This design comes from an exercise in tuning for a short achievable clock period and few clock cycles on the open sky130 flow, not from production work.
Only simulation tests tie the RTL to the original design; equivalence was not proved.
No activity file was given, so power comes from the tool's default toggle rates.

oak:
Design CHIP, start of the top module:
module CHIP(clk,
            rst_n,
            mem_wen_D,
            mem_addr_D,
            mem_wdata_D,
            mem_rdata_D,
            mem_addr_I,
            mem_rdata_I
    );
Size in the first run: ~160 I/O pins.
==> flow/config.mk <==
export PLATFORM = sky130hd
export DESIGN_NAME = CHIP
export DESIGN_NICKNAME = CHIP
export VERILOG_FILES = /design/flow/design.v
export SDC_FILE = /design/flow/constraint.sdc
export NUM_CORES = 4
export LEC_CHECK = 0
export CAP_MARGIN = 20
export CORE_MARGIN = 2
export CORE_UTILIZATION = 40
export SLEW_MARGIN = 20
export SYNTH_HIERARCHICAL = 1
==> flow/constraint.sdc <==
create_clock -name core_clock -period 10.5 [get_ports {clk}]
set_input_delay 2.1000 -clock core_clock [delete_from_list [all_inputs] [get_ports {clk}]]
set_output_delay 2.1000 -clock core_clock [all_outputs]
set_load 0.01 [all_outputs]
standard.sh (not shown) runs the stock make flow with config.mk's settings and CLKGATE_MAP_FILE= SYNTH_SCRIPT=/design/flow/synth_recipe.tcl, a recipe that flattens the netlist after the stock synthesis.
==> flow/flow/run.sh <==
#!/bin/bash
# Standard ORFS layout, with timing repair aimed below the clock period:
# repair_timing keeps working until the setup slack reaches the margin.
set -euo pipefail
MARGIN=${MARGIN:-7.5}
bash standard.sh SETUP_SLACK_MARGIN=$MARGIN finish > flow_standard.log 2>&1
Testbench counts of oak, summed over its fixed seeds: cycles 88,243.
The inputs of pine differ from those of oak as listed below.
-- flow/design.v --
<<< oak, line 61
    endfunction
    reg  [31:0] pc_f;
    reg  [31:0] pc_o;             
    reg  [31:0] ll_f;             
    reg  [31:0] ir_d;
>>> pine, line 61
    endfunction
    reg  [31:0] pc_f;
    reg  [31:0] ll_f;             
    reg  [31:0] ir_d;
<<< oak, line 80
    wire [31:0] ld_m = bswap(mem_rdata_D);
    wire [31:0] wb_m = lw_m ? ld_m : res_m;
    assign mem_addr_I  = pc_o;
    assign mem_addr_D  = addr_m;
    assign mem_wdata_D = wdata_m;
    assign mem_wen_D   = st_m;
    wire [31:0] in_f   = bswap(mem_rdata_I);
    wire        f_jal  = in_f[6:0] == 7'b1101111;
    wire        f_beq  = in_f[6:0] == 7'b1100011;
    wire        f_jalr = in_f[6:0] == 7'b1100111;
    wire        f_btk  = f_beq & (in_f[31] | (in_f[19:15] == in_f[24:20]));
    wire        s_f   = in_f[31];
>>> pine, line 79
    wire [31:0] ld_m = bswap(mem_rdata_D);
    wire [31:0] wb_m = lw_m ? ld_m : res_m;
    assign mem_addr_I  = pc_f;
    assign mem_addr_D  = addr_m;
    assign mem_wdata_D = wdata_m;
    assign mem_wen_D   = st_m;
    wire [31:0] in_f   = bswap(mem_rdata_I);
    wire        f_jal  = in_f[6] & in_f[3];
    wire        f_beq  = in_f[6] & !in_f[2];
    wire        f_jalr = in_f[6] & in_f[2] & !in_f[3];
    wire        f_btk  = f_beq & (in_f[31] | (in_f[19:15] == in_f[24:20]));
    wire        s_f   = in_f[31];
<<< oak, line 109
    wire [4:0] rs1_d = ir_d[19:15];
    wire [4:0] rs2_d = ir_d[24:20];
    wire d_alu  = v_d & (op_d == 7'b0110011);
    wire d_lw   = v_d & (op_d == 7'b0000011);
    wire d_sw   = v_d & (op_d == 7'b0100011);
    wire d_beq  = v_d & (op_d == 7'b1100011);
    wire d_jal  = v_d & (op_d == 7'b1101111);
    wire d_jalr = v_d & (op_d == 7'b1100111);
    wire use1_d = d_alu | d_lw | d_sw | d_beq | d_jalr;
    wire use2_d = d_alu | d_sw | d_beq;
>>> pine, line 108
    wire [4:0] rs1_d = ir_d[19:15];
    wire [4:0] rs2_d = ir_d[24:20];
    wire d_alu  = v_d & !op_d[6] & op_d[4];
    wire d_lw   = v_d & !op_d[6] & !op_d[5];
    wire d_sw   = v_d & !op_d[6] & op_d[5] & !op_d[4];
    wire d_beq  = v_d & op_d[6] & !op_d[2];
    wire d_jal  = v_d & op_d[6] & op_d[3];
    wire d_jalr = v_d & op_d[6] & op_d[2] & !op_d[3];
    wire use1_d = d_alu | d_lw | d_sw | d_beq | d_jalr;
    wire use2_d = d_alu | d_sw | d_beq;
<<< oak, line 161
    wire redir_e   = v_e & (br_miss | jalr_miss);
    wire [31:0] tgx_e = is_jalr_e ? addr : eq ? tgt_e : link_e;
    integer j;
    wire        early_f = redir_e | redir_d | stall;
    wire [31:0] early_v = redir_e ? tgx_e : redir_d ? tgt_d : pc_f;
>>> pine, line 160
    wire redir_e   = v_e & (br_miss | jalr_miss);
    wire [31:0] tgx_e = is_jalr_e ? addr : eq ? tgt_e : link_e;
    wire        early_f = redir_e | redir_d | stall;
    wire [31:0] early_v = redir_e ? tgx_e : redir_d ? tgt_d : pc_f;
<<< oak, line 175
    always @(posedge clk)
        pc_f <= next_f;
    always @(posedge clk)
        if (!rst_n) pc_o <= 32'd0;
        else        pc_o <= next_f;
    always @(posedge clk) begin
        if (!rst_n) begin
>>> pine, line 173
    always @(posedge clk)
        pc_f <= next_f;
    integer j;
    always @(posedge clk) begin
        if (!rst_n) begin
Results
Register share of the cell area down 1.3 points in pine wrt oak. Diff oak -> pine | combinational cell power | increase of 160%. Compare oak and pine | slew of the pin with the lowest slew margin lower: oak. The run showing the smaller upper clock frequency limit is pine. Total power: pine above oak. Looking at number of stages on the worst setup path, pine sits 1 higher than oak does. Of the two values seen for critical path launch point, pc_f[2] was produced by pine and wdata_m[16] by oak.
Testbench counts of pine, summed over its fixed seeds: cycles 88,243.

==> port drivers added, routing unchanged <==
No port has a modelled driver above. Below, the same layouts with a new extraction and two added sets of constraints. Step 1 sets driving cells, clkbuf_16 on the clock port and buf_2 on the other inputs (assumed; they add their load-dependent delay and slew). Step 2 moves the port delays by t, midway between the first and last clock arrival at a register: inputs arrive t later, outputs are due t later. That takes back most of the time a late clock gives input paths. a / b / c = ideal ports / drivers / drivers and shift; a / b = the first two.
run	shift t [ns]	slack for setup (ns)	clock arrival spread, ns	cell pins on the clock port's net
oak	0.907	7.032 / 6.942 / 6.163	0.073 / 0.073	1
pine	0.913	6.969 / 6.878 / 6.193	0.057 / 0.057	1
After both steps every run listed still meets setup and hold. For oak, which loses most, drivers alone change the setup slack by -0.090 ns; drivers and shift together by -0.869 ns.
